Source: an optimization exercise on an open RTL-to-GDS flow (aim: small area). Production flows keep margins and buffers that such runs may drop. In this exercise RTL edits were held to simulation tests only and were not proved equivalent to the original. Power and IR drop assume default switching activity.

$ cat flow/run.sh
#!/bin/bash
# synth_recipe.tcl (not shown) runs the flow's synth.tcl, then flattens the netlist and writes it again
# the make line also repeats each setting of config.mk as NAME=value (left out here)
make -C /OpenROAD-flow-scripts/flow DESIGN_CONFIG=/design/flow/config.mk WORK_HOME=/design/flow/orfs CLKGATE_MAP_FILE= SYNTH_SCRIPT=/design/flow/synth_recipe.tcl finish
$ cat flow/config.mk
export PLATFORM = sky130hd
export DESIGN_NAME = f2h_uart_top
export DESIGN_NICKNAME = f2h_uart_top
export VERILOG_FILES = /design/flow/design.v
export SDC_FILE = /design/flow/constraint.sdc
export NUM_CORES = 4
export LEC_CHECK = 0
export CAP_MARGIN = 20
export CORE_MARGIN = 2
export CORE_UTILIZATION = 40
export SLEW_MARGIN = 20
$ cat flow/constraint.sdc
create_clock -name core_clock -period 6.0 [get_ports {clock}]
set_input_delay 1.2000 -clock core_clock [delete_from_list [all_inputs] [get_ports {clock}]]
set_output_delay 1.2000 -clock core_clock [all_outputs]
set_load 0.01 [all_outputs]
$ cat flow/design.v
module clk_div
#(
	parameter CLK_CNT_WIDTH = 16
)(
	input rst_n,
	input clk,
	input [CLK_CNT_WIDTH-1:0] div,
	output reg clk_out
);
	reg [CLK_CNT_WIDTH-1:0] counter;
	always @ (posedge clk or negedge rst_n) begin
		if(!rst_n) begin
			counter <= 0;
			clk_out <= 0;
		end else if(counter == div) begin
			counter <= 0;
			clk_out <= ~clk_out;
		end else begin
			counter <= counter + 1;
		end
	end
endmodule
module debounce
#(
	parameter CLK_CNT_WIDTH = 24,
	parameter SW_WIDTH = 1
)(
	input rst_n,
	input clk,
	input [CLK_CNT_WIDTH-1:0] div,
	input [SW_WIDTH-1:0] sw_in,
	output reg [SW_WIDTH-1:0] sw_out,
	output slow_clk_out
);
	clk_div
	#(.CLK_CNT_WIDTH(CLK_CNT_WIDTH))
	clk_div_inst(
		.rst_n(rst_n),
		.clk(clk),
		.div(div),
		.clk_out(slow_clk_out)
	);
	always @ (posedge clk or negedge rst_n) begin
		if(!rst_n) begin
			sw_out <= 0;
		end else if(slow_clk_out) begin
			sw_out <= sw_in;
		end
	end
endmodule
module axi_rd #(
	parameter AXI_RD_ID_WIDTH = 8,
	parameter AXI_RD_ADDR_WIDTH = 32,
	parameter AXI_RD_BUS_WIDTH = 32,
	parameter AXI_RD_MAX_BURST_LEN = 1
)(
	input clock,
	input reset_n,
	input enable,
	input [AXI_RD_ID_WIDTH-1:0] id,
	input [AXI_RD_ADDR_WIDTH-1:0] addr,
	output reg [AXI_RD_MAX_BURST_LEN*AXI_RD_BUS_WIDTH-1:0] data,
	input [3:0] burst_len,
	input [2:0] burst_size,
	input [1:0] burst_type,
	input [1:0] lock,
	input [3:0] cache,
	input [2:0] prot,
	input [4:0] user,
	output reg [1:0] status,   
	output [AXI_RD_ID_WIDTH-1:0] arid,
	output [AXI_RD_ADDR_WIDTH-1:0] araddr,
	output [3:0] arlen,
	output [2:0] arsize,
	output [1:0] arburst,
	output [1:0] arlock,
	output [3:0] arcache,
	output [2:0] arprot,
	output [4:0] aruser,
	output reg arvalid,
	input arready,
	input [AXI_RD_ID_WIDTH-1:0] rid,
	input [AXI_RD_BUS_WIDTH-1:0] rdata,
	input rlast,
	input [1:0] rresp,
	input rvalid,
	output reg rready
);
	reg [3:0] burst_count;
	reg error;
	assign arid = id;                          
	assign araddr = addr;                      
	assign arlen = burst_len;                  
	assign arsize = burst_size;                
	assign arburst = burst_type;
	assign arlock = lock;
	assign arcache = cache;
	assign arprot = prot;
	assign aruser = user;
	always @ (posedge clock or negedge reset_n) begin
		if(!reset_n) begin
			arvalid <= 0;
			rready <= 0;
			status <= 0;
		end
		else begin
			if(enable && !status) begin
				burst_count <= 0;
				error <= 0;
				status <= 1;
				arvalid <= 1;   
			end
			if(arvalid && arready) begin   
				arvalid <= 0;
				rready <= 1;   
			end
			if(rready && rvalid) begin   
				data[burst_count*AXI_RD_BUS_WIDTH +: AXI_RD_BUS_WIDTH] <= rdata;
				if(burst_count >= arlen) begin   
					status <= (rresp >= 2'b10 || error) ? 3 : 2;   
					rready <= 0;
				end
				else begin
					if(rresp >= 2'b10) error <= 1;   
				end
				burst_count <= burst_count + 1;
			end
			if(status >= 2) begin
				status <= 0;
			end
		end
	end
endmodule
module axi_wr #(
	parameter AXI_WR_ID_WIDTH = 8,
	parameter AXI_WR_ADDR_WIDTH = 32,
	parameter AXI_WR_BUS_WIDTH = 32,
	parameter AXI_WR_MAX_BURST_LEN = 1
)(
	input clock,
	input reset_n,
	input enable,
	input [AXI_WR_ID_WIDTH-1:0] id,
	input [AXI_WR_ADDR_WIDTH-1:0] addr,
	input [AXI_WR_MAX_BURST_LEN*AXI_WR_BUS_WIDTH-1:0] data,
	input [3:0] burst_len,
	input [2:0] burst_size,
	input [1:0] burst_type,
	input [1:0] lock,
	input [3:0] cache,
	input [2:0] prot,
	input [4:0] user,
	input [AXI_WR_BUS_WIDTH/8-1:0] strb,
	output reg [1:0] status,   
	output [AXI_WR_ID_WIDTH-1:0] awid,
	output [AXI_WR_ADDR_WIDTH-1:0] awaddr,
	output [3:0] awlen,
	output [2:0] awsize,
	output [1:0] awburst,
	output [1:0] awlock,
	output [3:0] awcache,
	output [2:0] awprot,
	output [4:0] awuser,
	output reg awvalid,
	input awready,
	output [AXI_WR_ID_WIDTH-1:0] wid,
	output [AXI_WR_BUS_WIDTH-1:0] wdata,
	output [AXI_WR_BUS_WIDTH/8-1:0] wstrb,
	output reg wlast,
	output reg wvalid,
	input wready,
	input [AXI_WR_ID_WIDTH-1:0] bid,
	input [1:0] bresp,
	input bvalid,
	output reg bready
);
	reg [3:0] burst_count;
	assign awid = id;                          
	assign awaddr = addr;                      
	assign awlen = burst_len;                  
	assign awsize = burst_size;                
	assign awburst = burst_type;
	assign awlock = lock;
	assign awcache = cache;
	assign awprot = prot;
	assign awuser = user;
	assign wid = id;
	assign wstrb = strb;
	assign wdata = data[burst_count*AXI_WR_BUS_WIDTH +: AXI_WR_BUS_WIDTH];
	always @ (posedge clock or negedge reset_n) begin
		if(!reset_n) begin
			awvalid <= 0;
			wvalid <= 0;
			bready <= 0;
			wlast <= 0;
			status <= 0;
		end
		else begin
			if(enable && !status) begin
				burst_count <= 0;
				status <= 1;
				awvalid <= 1;   
			end
			if(awvalid && awready) begin   
				awvalid <= 0;
				if(burst_count == awlen) begin   
					wlast <= 1;
					bready <= 1;
				end
				wvalid <= 1;   
			end
			if(wvalid && wready) begin   
				if(wlast && bready) begin
					wlast <= 0;
					wvalid <= 0;
				end
				else begin
					if((burst_count + 1) == awlen) begin   
						wlast <= 1;
						bready <= 1;
					end
					burst_count <= burst_count + 1;
				end
			end
			if(bready && bvalid) begin   
				status <= (bresp >= 2'b10) ? 3 : 2;   
				bready <= 0;
			end
			if(status >= 2) begin
				status <= 0;
			end
		end
	end
endmodule
module uart_dev #(
	parameter UART_BASE_ADDR = 32'hFFC02000,
	parameter UART_TX_DATA_BUF_LEN = 1,	 
	parameter UART_THRE_FIFO_MODE = 0,	 
	parameter AXI_RD_ADDR_WIDTH = 32,
	parameter AXI_RD_BUS_WIDTH = 32,
	parameter AXI_RD_MAX_BURST_LEN = 1,
	parameter AXI_WR_ADDR_WIDTH = 32,
	parameter AXI_WR_BUS_WIDTH = 32,
	parameter AXI_WR_MAX_BURST_LEN = 1
)(
	input clock,
	input reset_n,
	input [1:0] enable,
	output reg [1:0] status,
	input tx_input_type,
	input [8*UART_TX_DATA_BUF_LEN-1:0] tx_data,
	input [31:0] tx_addr,
	input [7:0] tx_len,
	input tx_hex,
	input [7:0] tx_hex_start,
	input tx_new_line,
	output reg [7:0] rx_data,
	output reg axi_rd_enable,
	output reg [AXI_RD_ADDR_WIDTH-1:0] axi_rd_addr,
	input [AXI_RD_MAX_BURST_LEN*AXI_RD_BUS_WIDTH-1:0] axi_rd_data,
	output reg [3:0] axi_rd_burst_len,
	output reg [2:0] axi_rd_burst_size,
	input [1:0] axi_rd_status,
	output reg axi_wr_enable,
	output reg [AXI_WR_ADDR_WIDTH-1:0] axi_wr_addr,
	output reg [AXI_WR_MAX_BURST_LEN*AXI_WR_BUS_WIDTH-1:0] axi_wr_data,
	output reg [3:0] axi_wr_burst_len,
	output reg [2:0] axi_wr_burst_size,
	output reg [AXI_WR_BUS_WIDTH/8-1:0] axi_wr_strb,
	input [1:0] axi_wr_status
);
	localparam STATE_WAIT_ENABLE              = 0;
	localparam STATE_INIT_TX                  = 1;
	localparam STATE_TIMER1                   = 2;
	localparam STATE_AXI_RD_WAIT_STATUS_READY = 3;
	localparam STATE_AXI_WR_WAIT_STATUS_READY = 4;
	localparam STATE_RD_DATA_ADDR             = 5;
	localparam STATE_RD_DATA_ADDR_2           = 6;
	localparam STATE_CHK_UART_TX_EMPTY        = 7;
	localparam STATE_CHK_UART_TX_EMPTY_2      = 8;
	localparam STATE_TX_CHAR                  = 9;
	localparam STATE_TX_CHAR_2                = 10;
	localparam STATE_TX_HEX                   = 11;
	localparam STATE_TX_HEX_2                 = 12;
	localparam STATE_TX_HEX_3                 = 13;
	localparam STATE_NEXT_DATA_ADDR           = 14;
	localparam STATE_DECIDE_NL                = 15;
	localparam STATE_DECIDE_NL_2              = 16;
	localparam STATE_DECIDE_NL_3              = 17;
	localparam STATE_DECIDE_NL_4              = 18;
	localparam STATE_CHK_UART_RX_RDY          = 19;
	localparam STATE_CHK_UART_RX_RDY_2        = 20;
	localparam STATE_RD_UART_RX_DATA          = 21;
	localparam STATE_CPY_UART_RX_DATA         = 22;
	localparam STATE_DONE                     = 23;
	localparam STATE_END                      = 24;
	wire tx_is_empty = (UART_THRE_FIFO_MODE) ? ~last_axi_rd_data[5] : last_axi_rd_data[5];
	reg [31:0] mem_data;
	reg [31:0] nxt_addr;
	reg [7:0] digit;
	reg [8:0] count;
	reg [31:0] last_axi_rd_data;
	reg [12:0] timer1_tick;
	reg [4:0] state_after_timer1;
	reg [4:0] state_after_axi;
	reg [4:0] state_next;   
	reg [4:0] state;
	always @ (posedge clock or negedge reset_n) begin
		if(!reset_n) begin
			axi_rd_enable <= 0;
			axi_wr_enable <= 0;
			count <= 0;
			status <= 0;
			state <= 0;
		end
		else begin
			case(state)
				STATE_WAIT_ENABLE: begin
					case(enable)
						1: begin
							status <= 1;
							state <= STATE_INIT_TX;
						end
						2: begin
							status <= 1;
							state <= STATE_CHK_UART_RX_RDY;
						end
					endcase
				end
				STATE_INIT_TX: begin
					count <= 0;
					nxt_addr <= tx_addr + tx_len - 1;   
					state_next <= (tx_hex && (tx_hex_start == 0)) ? STATE_TX_HEX : STATE_TX_CHAR;
					state <= tx_len ? (tx_input_type ? STATE_RD_DATA_ADDR : STATE_CHK_UART_TX_EMPTY) : STATE_DECIDE_NL;
				end
				STATE_TIMER1: begin
					if(timer1_tick == { 13{1'b1} }) state <= state_after_timer1;
					timer1_tick <= timer1_tick + 1;
				end
				STATE_AXI_RD_WAIT_STATUS_READY: begin
					case(axi_rd_status)
						0: begin
							axi_rd_enable <= 1;
						end
						2: begin
							axi_rd_enable <= 0;
							last_axi_rd_data[31:0] <= axi_rd_data[31:0];
							state <= state_after_axi;
						end
						3: begin
							axi_rd_enable <= 0;
							timer1_tick <= 0;
							state_after_timer1 <= STATE_AXI_RD_WAIT_STATUS_READY;
							state <= STATE_TIMER1;   
						end
					endcase
				end
				STATE_AXI_WR_WAIT_STATUS_READY: begin
					case(axi_wr_status)
						0: begin
							axi_wr_enable <= 1;
						end
						2: begin
							axi_wr_enable <= 0;
							state <= state_after_axi;
						end
						3: begin
							axi_wr_enable <= 0;
							timer1_tick <= 0;
							state_after_timer1 <= STATE_AXI_WR_WAIT_STATUS_READY;
							state <= STATE_TIMER1;   
						end
					endcase
				end
				STATE_RD_DATA_ADDR: begin
					axi_rd_addr <= nxt_addr / 4 * 4;   
					axi_rd_burst_len <= 0;      
					axi_rd_burst_size <= 2;   
					state_after_axi <= STATE_RD_DATA_ADDR_2;
					state <= STATE_AXI_RD_WAIT_STATUS_READY;
				end
				STATE_RD_DATA_ADDR_2: begin
					mem_data[31:0] <= last_axi_rd_data[31:0];
					state <= STATE_CHK_UART_TX_EMPTY;
				end
				STATE_CHK_UART_TX_EMPTY: begin
					axi_rd_addr <= UART_BASE_ADDR + 'h14;   
					axi_rd_burst_len <= 0;      
					axi_rd_burst_size <= 2;   
					state_after_axi <= STATE_CHK_UART_TX_EMPTY_2;
					state <= STATE_AXI_RD_WAIT_STATUS_READY;
				end
				STATE_CHK_UART_TX_EMPTY_2: begin
					if(tx_is_empty) begin   
						state <= state_next;
					end
					else begin
						timer1_tick <= 0;
						state_after_timer1 <= STATE_CHK_UART_TX_EMPTY;
						state <= STATE_TIMER1;   
					end
				end
				STATE_TX_CHAR: begin
					axi_wr_addr <= UART_BASE_ADDR;   
					axi_wr_data[31:0] <= tx_input_type ? { 24'h000000, mem_data[8*((tx_len-count-1)%4) +: 8] } : { 24'h000000, tx_data[8*(tx_len-count-1) +: 8] };
					axi_wr_burst_len <= 0;      
					axi_wr_burst_size <= 2;   
					axi_wr_strb <= {  4{1'b1}};           
					state_after_axi <= STATE_TX_CHAR_2;
					state <= STATE_AXI_WR_WAIT_STATUS_READY;
				end
				STATE_TX_CHAR_2: begin
					if(count < (tx_len - 1)) begin
						if(tx_hex && ((count + 1) >= tx_hex_start)) begin
							count <= 2 * (count + 1);
							state_next <= STATE_TX_HEX;   
						end
						else begin
							count <= count + 1;
							state_next <= STATE_TX_CHAR;   
						end
						nxt_addr <= nxt_addr - 1;
						state <= STATE_NEXT_DATA_ADDR;
					end
					else begin
						state <= STATE_DECIDE_NL;
					end
				end
				STATE_TX_HEX:begin
					digit <= tx_input_type ? { 4'h0, mem_data[4*((2*tx_len-count-1)%8) +: 4] } : { 4'h0, tx_data[4*(2*tx_len-count-1) +: 4] };
					state <= STATE_TX_HEX_2;
				end
				STATE_TX_HEX_2: begin
					axi_wr_addr <= UART_BASE_ADDR;   
					axi_wr_data[31:0] <= (digit <= 9) ? { 24'h000000, digit + 8'd48 } : { 24'h000000, digit + 8'd87 };
					axi_wr_burst_len <= 0;      
					axi_wr_burst_size <= 2;   
					axi_wr_strb <= {  4{1'b1}};           
					state_after_axi <= STATE_TX_HEX_3;
					state <= STATE_AXI_WR_WAIT_STATUS_READY;
				end
				STATE_TX_HEX_3: begin
					if(count < (2 * tx_len - 1)) begin
						count <= count + 1;
						nxt_addr <= nxt_addr - (count % 2);   
						state <= STATE_NEXT_DATA_ADDR;
					end
					else begin
						state <= STATE_DECIDE_NL;
					end
				end
				STATE_NEXT_DATA_ADDR: begin
					if(tx_input_type && (((nxt_addr + 1) % 4) == 0)) begin
						state <= STATE_RD_DATA_ADDR;
					end
					else begin
						state <= STATE_CHK_UART_TX_EMPTY;
					end
				end
				STATE_DECIDE_NL: begin
					if(tx_new_line) begin
						state_next <= STATE_DECIDE_NL_2;   
						state <= STATE_CHK_UART_TX_EMPTY;
					end
					else begin
						state <= STATE_DONE;
					end
				end
				STATE_DECIDE_NL_2: begin
					axi_wr_addr <= UART_BASE_ADDR;   
					axi_wr_data[31:0] <= { 24'h000000, "\r" };
					axi_wr_burst_len <= 0;      
					axi_wr_burst_size <= 2;   
					axi_wr_strb <= {  4{1'b1}};           
					state_after_axi <= STATE_DECIDE_NL_3;
					state <= STATE_AXI_WR_WAIT_STATUS_READY;
				end
				STATE_DECIDE_NL_3: begin
					state_next <= STATE_DECIDE_NL_4;   
					state <= STATE_CHK_UART_TX_EMPTY;
				end
				STATE_DECIDE_NL_4: begin
					axi_wr_addr <= UART_BASE_ADDR;   
					axi_wr_data[31:0] <= { 24'h000000, "\n" };
					axi_wr_burst_len <= 0;      
					axi_wr_burst_size <= 2;   
					axi_wr_strb <= {  4{1'b1}};           
					state_after_axi <= STATE_DONE;
					state <= STATE_AXI_WR_WAIT_STATUS_READY;
				end
				STATE_CHK_UART_RX_RDY: begin
					axi_rd_addr <= UART_BASE_ADDR + 'h14;   
					axi_rd_burst_len <= 0;      
					axi_rd_burst_size <= 2;   
					state_after_axi <= STATE_CHK_UART_RX_RDY_2;
					state <= STATE_AXI_RD_WAIT_STATUS_READY;
				end
				STATE_CHK_UART_RX_RDY_2: begin
					if(last_axi_rd_data[0]) begin
						state <= STATE_RD_UART_RX_DATA;
					end
					else begin
						status <= 3;
						state <= STATE_END;
					end
				end
				STATE_RD_UART_RX_DATA: begin
					axi_rd_addr <= UART_BASE_ADDR;   
					axi_rd_burst_len <= 0;      
					axi_rd_burst_size <= 2;   
					state_after_axi <= STATE_CPY_UART_RX_DATA;
					state <= STATE_AXI_RD_WAIT_STATUS_READY;
				end
				STATE_CPY_UART_RX_DATA: begin
					rx_data <= last_axi_rd_data[7:0];
					state <= STATE_DONE;
				end
				STATE_DONE: begin
					status <= 2;
					state <= STATE_END;
				end
				STATE_END: begin
					status <= 0;
					state <= STATE_WAIT_ENABLE;
				end
			endcase
		end
	end
endmodule
module f2h_uart_top(
	input clock,
	input reset_n,
	input  [1:0] KEY,
	output [7:0] LED,
	output        f2h_axi_slave_awvalid,
	input         f2h_axi_slave_awready,
	output [7:0]  f2h_axi_slave_wdata,
	output        f2h_axi_slave_wlast,
	output        f2h_axi_slave_wvalid,
	input         f2h_axi_slave_wready,
	input  [7:0]  f2h_axi_slave_bid,
	input  [1:0]  f2h_axi_slave_bresp,
	input         f2h_axi_slave_bvalid,
	output        f2h_axi_slave_bready,
	output [31:0] f2h_axi_slave_araddr,
	output        f2h_axi_slave_arvalid,
	input         f2h_axi_slave_arready,
	input  [7:0]  f2h_axi_slave_rid,
	input  [31:0] f2h_axi_slave_rdata,
	input  [1:0]  f2h_axi_slave_rresp,
	input         f2h_axi_slave_rlast,
	input         f2h_axi_slave_rvalid,
	output        f2h_axi_slave_rready
);
	localparam F2H_AXI_BRIDGE_SLAVE_BUS_WIDTH = 32;   
	wire [7:0]  f2h_axi_slave_awid;
	wire [31:0] f2h_axi_slave_awaddr;
	wire [3:0]  f2h_axi_slave_awlen;
	wire [2:0]  f2h_axi_slave_awsize;
	wire [1:0]  f2h_axi_slave_awburst;
	wire [2:0]  f2h_axi_slave_awprot;
	wire [7:0]  f2h_axi_slave_wid;
	wire [31:0] f2h_axi_slave_wdata_full;
	wire [3:0]  f2h_axi_slave_wstrb;
	wire [7:0]  f2h_axi_slave_arid;
	wire [3:0]  f2h_axi_slave_arlen;
	wire [2:0]  f2h_axi_slave_arsize;
	wire [1:0]  f2h_axi_slave_arburst;
	wire [2:0]  f2h_axi_slave_arprot;
	assign f2h_axi_slave_wdata = f2h_axi_slave_wdata_full[7:0];
	wire pll_0_clock = clock;
	wire master_reset_n = reset_n;
	wire debounced_key0;
	wire debounced_key1;
	debounce #(
		.CLK_CNT_WIDTH(21),
		.SW_WIDTH(2)
	)
	debounce_0(
		.rst_n(master_reset_n),
		.clk(pll_0_clock),
		.div(1250000),
		.sw_in({ ~KEY[1], ~KEY[0] }),
		.sw_out({ debounced_key1, debounced_key0 })
	);
	reg [7:0] led;
	assign LED[7:0] = led;
	localparam AXI_RD_ID_WIDTH = 8;
	localparam AXI_RD_ADDR_WIDTH = 32;
	localparam AXI_RD_BUS_WIDTH = F2H_AXI_BRIDGE_SLAVE_BUS_WIDTH;
	localparam AXI_RD_MAX_BURST_LEN = 1;
	localparam AXI_WR_ID_WIDTH = 8;
	localparam AXI_WR_ADDR_WIDTH = 32;
	localparam AXI_WR_BUS_WIDTH = F2H_AXI_BRIDGE_SLAVE_BUS_WIDTH;
	localparam AXI_WR_MAX_BURST_LEN = 1;
	wire axi_rd_enable;
	reg [AXI_RD_ID_WIDTH-1:0] axi_rd_id;
	wire [AXI_RD_ADDR_WIDTH-1:0] axi_rd_addr;
	wire [AXI_RD_MAX_BURST_LEN*AXI_RD_BUS_WIDTH-1:0] axi_rd_data;
	wire [3:0] axi_rd_burst_len;
	wire [2:0] axi_rd_burst_size;
	wire [1:0] axi_rd_status;	
	axi_rd #(
		.AXI_RD_ID_WIDTH(AXI_RD_ID_WIDTH),
		.AXI_RD_ADDR_WIDTH(AXI_RD_ADDR_WIDTH),
		.AXI_RD_BUS_WIDTH(AXI_RD_BUS_WIDTH),
		.AXI_RD_MAX_BURST_LEN(AXI_RD_MAX_BURST_LEN)
	) axi_rd_0(
		.clock(pll_0_clock),
		.reset_n(master_reset_n),
		.enable(axi_rd_enable),
		.id(axi_rd_id),
		.addr(axi_rd_addr),
		.data(axi_rd_data),
		.burst_len(axi_rd_burst_len),
		.burst_size(axi_rd_burst_size),
		.burst_type(2'b01),   
		.lock(2'b00),             
		.prot(3'b000),             
		.status(axi_rd_status),
		.arid(f2h_axi_slave_arid),
		.araddr(f2h_axi_slave_araddr),
		.arlen(f2h_axi_slave_arlen),
		.arsize(f2h_axi_slave_arsize),
		.arburst(f2h_axi_slave_arburst),
		.arprot(f2h_axi_slave_arprot),
		.arvalid(f2h_axi_slave_arvalid),
		.arready(f2h_axi_slave_arready),
		.rid(f2h_axi_slave_rid),
		.rdata(f2h_axi_slave_rdata),
		.rlast(f2h_axi_slave_rlast),
		.rresp(f2h_axi_slave_rresp),
		.rvalid(f2h_axi_slave_rvalid),
		.rready(f2h_axi_slave_rready)
	);
	wire axi_wr_enable;
	reg [AXI_WR_ID_WIDTH-1:0] axi_wr_id;
	wire [AXI_WR_ADDR_WIDTH-1:0] axi_wr_addr;
	wire [AXI_WR_MAX_BURST_LEN*AXI_WR_BUS_WIDTH-1:0] axi_wr_data;
	wire [3:0] axi_wr_burst_len;
	wire [2:0] axi_wr_burst_size;
	wire [AXI_WR_BUS_WIDTH/8-1:0] axi_wr_strb;
	wire [1:0] axi_wr_status;
	axi_wr #(
		.AXI_WR_ID_WIDTH(AXI_WR_ID_WIDTH),
		.AXI_WR_ADDR_WIDTH(AXI_WR_ADDR_WIDTH),
		.AXI_WR_BUS_WIDTH(AXI_WR_BUS_WIDTH),
		.AXI_WR_MAX_BURST_LEN(AXI_WR_MAX_BURST_LEN)
	) axi_wr_0(
		.clock(pll_0_clock),
		.reset_n(master_reset_n),
		.enable(axi_wr_enable),
		.id(axi_wr_id),
		.addr(axi_wr_addr),
		.data(axi_wr_data),
		.burst_len(axi_wr_burst_len),
		.burst_size(axi_wr_burst_size),
		.burst_type(2'b01),   
		.lock(2'b00),             
		.prot(3'b000),             
		.strb(axi_wr_strb),
		.status(axi_wr_status),
		.awid(f2h_axi_slave_awid),
		.awaddr(f2h_axi_slave_awaddr),
		.awlen(f2h_axi_slave_awlen),
		.awsize(f2h_axi_slave_awsize),
		.awburst(f2h_axi_slave_awburst),
		.awprot(f2h_axi_slave_awprot),
		.awvalid(f2h_axi_slave_awvalid),
		.awready(f2h_axi_slave_awready),
		.wid(f2h_axi_slave_wid),
		.wdata(f2h_axi_slave_wdata_full),
		.wstrb(f2h_axi_slave_wstrb),
		.wlast(f2h_axi_slave_wlast),
		.wvalid(f2h_axi_slave_wvalid),
		.wready(f2h_axi_slave_wready),
		.bid(f2h_axi_slave_bid),
		.bresp(f2h_axi_slave_bresp),
		.bvalid(f2h_axi_slave_bvalid),
		.bready(f2h_axi_slave_bready)
	);
	wire axi_rd_enable_uart;
	wire [AXI_RD_ADDR_WIDTH-1:0] axi_rd_addr_uart;
	wire [AXI_RD_MAX_BURST_LEN*AXI_RD_BUS_WIDTH-1:0] axi_rd_data_uart;
	wire [3:0] axi_rd_burst_len_uart;
	wire [2:0] axi_rd_burst_size_uart;
	wire [1:0] axi_rd_status_uart;
	assign axi_rd_enable = axi_rd_enable_uart;
	assign axi_rd_addr = axi_rd_addr_uart;
	assign axi_rd_data_uart = axi_rd_data;
	assign axi_rd_burst_len = axi_rd_burst_len_uart;
	assign axi_rd_burst_size = axi_rd_burst_size_uart;
	assign axi_rd_status_uart = axi_rd_status;
	wire axi_wr_enable_uart;
	wire [AXI_WR_ADDR_WIDTH-1:0] axi_wr_addr_uart;
	wire [AXI_WR_MAX_BURST_LEN*AXI_WR_BUS_WIDTH-1:0] axi_wr_data_uart;
	wire [3:0] axi_wr_burst_len_uart;
	wire [2:0] axi_wr_burst_size_uart;
	wire [AXI_WR_BUS_WIDTH/8-1:0] axi_wr_strb_uart;
	wire [1:0] axi_wr_status_uart;
	assign axi_wr_enable = axi_wr_enable_uart;
	assign axi_wr_addr = axi_wr_addr_uart;
	assign axi_wr_data = axi_wr_data_uart;
	assign axi_wr_burst_len = axi_wr_burst_len_uart;
	assign axi_wr_burst_size = axi_wr_burst_size_uart;
	assign axi_wr_strb = axi_wr_strb_uart;
	assign axi_wr_status_uart = axi_wr_status;
	reg [1:0] uart_enable;
	wire [1:0] uart_status;
	reg [7:0] uart_tx_data;
	reg uart_tx_input_type;
	reg [32:0] uart_tx_addr;
	reg [7:0] uart_tx_len;
	reg uart_tx_hex;
	wire [7:0] uart_tx_hex_start = 0;
	reg uart_tx_new_line;
	wire [7:0] uart_rx_data;
	uart_dev #(
		.UART_BASE_ADDR(32'hFFC02000),
		.UART_TX_DATA_BUF_LEN(1),
		.UART_THRE_FIFO_MODE(0),
		.AXI_RD_ADDR_WIDTH(AXI_RD_ADDR_WIDTH),
		.AXI_RD_BUS_WIDTH(AXI_RD_BUS_WIDTH),
		.AXI_RD_MAX_BURST_LEN(AXI_RD_MAX_BURST_LEN),
		.AXI_WR_ADDR_WIDTH(AXI_WR_ADDR_WIDTH),
		.AXI_WR_BUS_WIDTH(AXI_WR_BUS_WIDTH),
		.AXI_WR_MAX_BURST_LEN(AXI_WR_MAX_BURST_LEN)
	) uart_dev_0(
		.clock(pll_0_clock),
		.reset_n(master_reset_n),
		.enable(uart_enable),
		.status(uart_status),
		.tx_input_type(uart_tx_input_type),
		.tx_data(uart_tx_data),
		.tx_addr(uart_tx_addr),
		.tx_len(uart_tx_len),
		.tx_hex(uart_tx_hex),
		.tx_hex_start(uart_tx_hex_start),
		.tx_new_line(uart_tx_new_line),
		.rx_data(uart_rx_data),
		.axi_rd_enable(axi_rd_enable_uart),
		.axi_rd_addr(axi_rd_addr_uart),
		.axi_rd_data(axi_rd_data_uart),
		.axi_rd_burst_len(axi_rd_burst_len_uart),
		.axi_rd_burst_size(axi_rd_burst_size_uart),
		.axi_rd_status(axi_rd_status_uart),
		.axi_wr_enable(axi_wr_enable_uart),
		.axi_wr_addr(axi_wr_addr_uart),
		.axi_wr_data(axi_wr_data_uart),
		.axi_wr_burst_len(axi_wr_burst_len_uart),
		.axi_wr_burst_size(axi_wr_burst_size_uart),
		.axi_wr_strb(axi_wr_strb_uart),
		.axi_wr_status(axi_wr_status_uart)
	);
	wire uart_rx_poll_clk_out;
	reg uart_rx_poll_clk_reset_n;
	clk_div #(
		.CLK_CNT_WIDTH(21)
	)
	clk_div_inst(
		.rst_n(master_reset_n),
		.clk(pll_0_clock),
		.div(1250000),
		.clk_out(uart_rx_poll_clk_out)
	);
	localparam UART_HELLO_MSG_LEN = 26;
	localparam [8*UART_HELLO_MSG_LEN-1:0] uart_hello_msg = "Hello from the FPGA side\r\n";
	localparam UART_ADDR_MSG_LEN = 12;
	localparam [8*UART_ADDR_MSG_LEN-1:0] uart_addr_msg = "0xffc020f8: ";
	reg [5:0] uart_msg_counter;   
	reg [3:0] state;
	always @ (posedge pll_0_clock or negedge master_reset_n) begin
		if(!master_reset_n) begin
			uart_enable <= 0;
			led <= 0;
			state <= 0;
			axi_rd_id <= 0;
			axi_wr_id <= 0;
		end
		else begin
			case(state)
				0: begin
					uart_rx_poll_clk_reset_n <= 1;   
					state <= state + 1;
				end
				1: begin
					if(debounced_key0) begin
						state <= state + 1;
					end else if(uart_rx_poll_clk_out) begin
						uart_rx_poll_clk_reset_n <= 0;   
						state <= 6;
					end
				end
				2: begin
					if(debounced_key0 == 0) begin
						uart_msg_counter <= UART_HELLO_MSG_LEN - 1;
						state <= state + 1;
					end
				end
				3: begin
					case(uart_status)
						0: begin
							uart_tx_data <= uart_hello_msg[8*uart_msg_counter +: 8];
							uart_tx_input_type <= 0;
							uart_tx_len <= 1;
							uart_tx_hex <= 0;
							uart_tx_new_line <= 0;
							uart_enable <= 1;
						end
						2: begin
							uart_enable <= 0;
							if(uart_msg_counter > 0) begin
								uart_msg_counter <= uart_msg_counter - 1;
							end
							else begin
								uart_msg_counter <= UART_ADDR_MSG_LEN - 1;
								state <= state + 1;
							end
						end
					endcase
				end
				4: begin
					case(uart_status)
						0: begin
							uart_tx_data <= uart_addr_msg[8*uart_msg_counter +: 8];
							uart_tx_input_type <= 0;
							uart_tx_len <= 1;
							uart_tx_hex <= 0;
							uart_tx_new_line <= 0;
							uart_enable <= 1;
						end
						2: begin
							uart_enable <= 0;
							if(uart_msg_counter > 0) begin
								uart_msg_counter <= uart_msg_counter - 1;
							end
							else begin
								state <= state + 1;
							end
						end
					endcase
				end
				5: begin
					case(uart_status)
						0: begin
							uart_tx_input_type <= 1;   
							uart_tx_addr <= 32'hFFC020F8;   
							uart_tx_len <= 4;
							uart_tx_hex <= 1;   
							uart_tx_new_line <= 1;   
							uart_enable <= 1;
						end
						2: begin
							uart_enable <= 0;
							state <= 0;
						end
					endcase
				end
				6: begin
					case(uart_status)
						0: begin
							uart_enable <= 2;
						end
						2: begin   
							uart_enable <= 0;
							state <= state + 1;
						end
						3: begin   
							uart_enable <= 0;
							state <= 0;
						end
					endcase
				end
				7: begin
					if(uart_rx_data >= 48 && uart_rx_data <= 55) begin
						led[uart_rx_data - 48] <= ~led[uart_rx_data - 48];
					end
					state <= state + 1;
				end
				8: begin
					case(uart_status)
						0: begin
							uart_tx_data <= uart_rx_data;
							uart_tx_input_type <= 0;
							uart_tx_len <= 1;
							uart_tx_hex <= 0;
							uart_tx_new_line <= 0;
							uart_enable <= 1;
						end
						2: begin
							uart_enable <= 0;
							state <= 0;
						end
					endcase
				end
			endcase
		end
	end
endmodule
==> summary.txt <==
Final layout:
- The final antenna diode count is 0.
- Leaving out fill and tap cells, the most frequent cells in the layout are 225 x sky130_fd_sc_hd__edfxtp_1, 146 x sky130_fd_sc_hd__nor2_1, 116 x sky130_fd_sc_hd__nand2_1.
- The post-layout utilization of the core is between 40 and 50%.
- Relative to the synthesized area, the layout overhead comes to 15.5%.
- The most common cell after layout, fill and taps aside is sky130_fd_sc_hd__edfxtp_1.
- The share of layout cells above drive strength 1 is 10.4%.
- In the final layout, the multi-input gates occupy 7270 sq um.
- The number of nets in the finished design is 1,702.
- The fill cell instance count of the final layout is approximately 3,800.
- The storage element area is 8930 sq um.

Worst setup path:
- The startpoint-to-endpoint class of the critical path is register to register.
- The kind of capture point of the worst setup path is a register.
- The type of origin of the critical path is a register.
- The maximum fanout along the worst path is 32.
- Data on the critical path arrives at its endpoint at 4250 ps.
- For the worst setup path, the data required time is 6190 ps.

Floorplan:
- The height of the die is 208 um.
- In this run the horizontal extent of the chip is about 210 um.
- The core region is a little over 40,000 sq um.
- For this design the top-level I/O count stands at roughly 120.
- The die covers 43,300 sq um.
- The starting density of the core is 40.7%.
- The number of placement rows is 74.

Timing:
- The ratio of final minimum period to clock period is 67.6%.
- The worst relative slew slack is 36.6%.
- For the pin with the worst max-slew slack, the measured transition is 945 ps.
- Setup total negative slack on the finished layout was measured at 0 ps.
- Setup repair after global routing left no endpoint under its margin.
- The final critical-path required period is 4060 ps.
- The maximum achievable frequency is 247 MHz.
- The number of failing setup endpoints in the final timing report is 0.
- The maximum clock skew at final layout is 18.3 ps.
- The final number of max-transition violations was 0.
- The number of hold violations in the final report is 0.

Power and ir drop:
- For this design the static power due to leakage is approximately 0.007 uW.
- The power density of the placed cells is 235 nW/um^2.
- The largest voltage drop on the vdd net is 0.177 mV.

Job:
- The number of max-cap violations is 0.

CTS:
- The maximum root-to-sink buffer count is 3.
- In this run, post-CTS repair resized a total of 0 instances.
- The post-CTS clock slew at the launch and capture registers of the worst setup and hold paths is 60 ps.
- For the worst-skew pair, the clock arrives at the later sink with an insertion delay of ~540 ps.
- For this design, the sink count on the clock tree is about 310.
- TritonCTS created 35 clock buffers.
- The H-tree was split into 2 levels.
- The TritonCTS clock tree is done.
- The post-cts hold buffer count is 0.
- After clock tree synthesis, the setup repair step added 0 buffers.
- The clock tree root buffer cell is sky130_fd_sc_hd__clkbuf_16.

Drt:
- The count of antenna-violating nets left after detailed routing is 0.
- The detailed-route via count is 11,600.
- Dividing the detail-routed wire length by the instance count gives 16.9 um.
- The number of search-and-repair iterations in the first detailed-routing pass is 5.
- After the first detailed-routing iteration, the DRC count stood at 956.
- The total wire length after detailed routing is 36,300 um.
- Using the TritonRoute via totals, the vias-per-cell ratio works out to 5.43.
- In the routed design, unresolved DRC markers number 0.

Place:
- The congestion estimate from routability-driven global placement came to between 0.8 and 0.9.
- The post-detailed-placement half-perimeter wirelength is 25,200 um.
- The total of buffers placed on input and output ports is 93.

GRT:
- The largest net degree at the start of global routing is 58.
- The number of antenna violations at the first check in global routing is 0.
- The total congestion overflow after global routing is 0.
- The first global-routing pass estimated 60,200 um of wire.
- The overall track demand over capacity in global routing is between 10% and 20%.
- The via count of the first global-routing pass is 11,100.

Logic synthesis:
- The netlist uses 86 different library cells.
- The mean cell area of the mapped netlist is 11.1 sq um.
- The number of warnings reported in the yosys synthesis log is 9.
- The summed instance area of the synthesized netlist is 16,600 sq um.
- Sequential elements use between 50% and 60% of the synthesized area.
- The number of enable flip-flop cells after synthesis is 225.
- The instance count of the mapped netlist is between 1,500 and 2,000.
- The most frequently used flop master after synthesis is sky130_fd_sc_hd__edfxtp_1.
- The count of state elements after synthesis is 312.
- After synthesis, the share of flip-flops with an asynchronous set or reset is 27.9%.

Worst hold path:
- The path class of the tightest hold or removal check is register to register.

Status:
- The flow ran to the end and the layout has no timing, DRC or antenna violations.
layout make-up:
class / count / share of cell area, %
Sequential cell: 312 / 46.5
Multi-Input combinational cell: 1070 / 37.8
Timing Repair Buffer: 111 / 5.53
Clock buffer: 46 / 4.88
Tap cell: 532 / 3.46
Inverter: 53 / 1.03
Clock inverter: 18 / 0.807
per-stage QoR:
step | std cells | instance area (sq um) | hold WS, ps | worst slack [ps] | power (uW)
detailed placement | 2078 | 18100 | 405 | 1960 | 2510
global placement | 2078 | 18100 | 407 | 2000 | 2500
CTS | 2142 | 19200 | 419 | 1960 | 4590
global route | 2142 | 19200 | 424 | 1530 | 4690
finish | 2142 | 19200 | 417 | 1940 | 4520
floorplan | 1505 | 16600 | 400 | 1510 | 2420
logic make-up after synthesis:
| group | Yosys count | synth area share [%] |
|---|---|---|
| DFF | 312 | 53.7 |
| other | 1 | 0.0225 |
| AOI/OAI and AO/OA | 278 | 10.5 |
| buffers and inverters | 123 | 2.93 |
| and+or+nand+nor | 549 | 16.9 |
| xor gates and xnor gates | 102 | 5.37 |
| adders and majority gates | 57 | 4.38 |
| muxes | 82 | 6.20 |
power breakdown:
group | switching (uW) | total [uW] | internal (uW)
logic | 59.9 | 130 | 70.3
registers | 20.3 | 2330 | 2310
clock network | 863 | 2060 | 1200
total | 943 | 4520 | 3580
worst max-delay path, cell delays in order (launching register included):
cell and delay (ps):
sky130_fd_sc_hd__edfxtp_1 350, sky130_fd_sc_hd__buf_4 230, sky130_fd_sc_hd__inv_1 350, sky130_fd_sc_hd__ha_1 310, sky130_fd_sc_hd__inv_1 180, sky130_fd_sc_hd__ha_1 330
sky130_fd_sc_hd__a21o_1 180, sky130_fd_sc_hd__a21o_1 170, sky130_fd_sc_hd__a211oi_1 370, sky130_fd_sc_hd__nor2_1 80, sky130_fd_sc_hd__o41ai_1 410, sky130_fd_sc_hd__nor2b_1 210
sky130_fd_sc_hd__and2_1 140, sky130_fd_sc_hd__buf_4 370
metal layers:
metal	vias up	track usage (%)	part of all wire [%]
li1	5674	-	-
met1	5590	25.1	48
met2	313	25.4	44
met3	45	3.28	5.9
met4	0	4.84	1.9
met5	-	0	0
final timing paths:
check / slack [ps] / depth (start not counted) / end / from
worst max-delay path: 1940 / 13 / uart_dev_0.nxt_addr[25] / uart_tx_len[2]
worst min-delay path: 420 / 0 / uart_dev_0.mem_data[14] / uart_dev_0.last_axi_rd_data[14]
worst max register to register: 1940 / 13 / uart_dev_0.nxt_addr[25] / uart_tx_len[2]
worst min register to register: 420 / 0 / uart_dev_0.mem_data[14] / uart_dev_0.last_axi_rd_data[14]
max in group asynchronous: 4080 / 2 / debounce_0.clk_div_inst.counter[12] / reset_n
min in group asynchronous: 720 / 1 / uart_dev_0.count[4] / reset_n
synth_stat cells, types with 29 or more instances:
master | number | area [sq um]
sky130_fd_sc_hd__nand3_1 | 56 | 280
sky130_fd_sc_hd__xor2_1 | 48 | 420
sky130_fd_sc_hd__inv_1 | 51 | 191
sky130_fd_sc_hd__xnor2_1 | 54 | 473
sky130_fd_sc_hd__nor2_1 | 147 | 552
sky130_fd_sc_hd__dfrtp_1 | 87 | 2180
sky130_fd_sc_hd__nor2b_1 | 34 | 213
sky130_fd_sc_hd__edfxtp_1 | 225 | 6760
sky130_fd_sc_hd__nand2_1 | 116 | 435
sky130_fd_sc_hd__ha_1 | 55 | 688
sky130_fd_sc_hd__nor3_1 | 29 | 145
sky130_fd_sc_hd__clkbuf_1 | 56 | 210
sky130_fd_sc_hd__o21ai_0 | 63 | 315
sky130_fd_sc_hd__a21oi_1 | 84 | 420
sky130_fd_sc_hd__mux2_2 | 49 | 552
sequential cells by signal, summed over array words and instances, names as in the netlist, 9 cells and up:
signal / cells
uart_dev_0.nxt_addr: 32
uart_dev_0.axi_rd_addr: 30
axi_rd_0.data: 32
debounce_0.clk_div_inst.counter: 21
uart_dev_0.timer1_tick: 13
clk_div_inst.counter: 21
uart_dev_0.count: 9
uart_dev_0.last_axi_rd_data: 32
uart_dev_0.mem_data: 32

afterwards: timing with drivers on the ports:
Ports are ideal in the flow. The routed layout listed here was re-timed in OpenROAD.
Step 1: set_driving_cell puts a clkbuf_16 on clock and a buf_2 on each other input, an assumption about the parent block.
Step 2 adds t to the input delays and takes it off the output delays; t is the mean of the earliest and latest rising clock arrival at the registers after step 1. Input paths then give back, and output paths get back, about the clock's delay inside the block.
Slacks: ideal ports / drivers / drivers and shift; pairs: ideal ports / drivers.
t (ns): 0.584
setup WS [ns]: 1.943 / 1.943 / 1.943
clock arrival spread, ns: 0.020 / 0.020
After both steps this run still meets setup and hold. For this run, drivers alone change the setup slack by 0.000 ns; drivers and shift together by 0.000 ns.
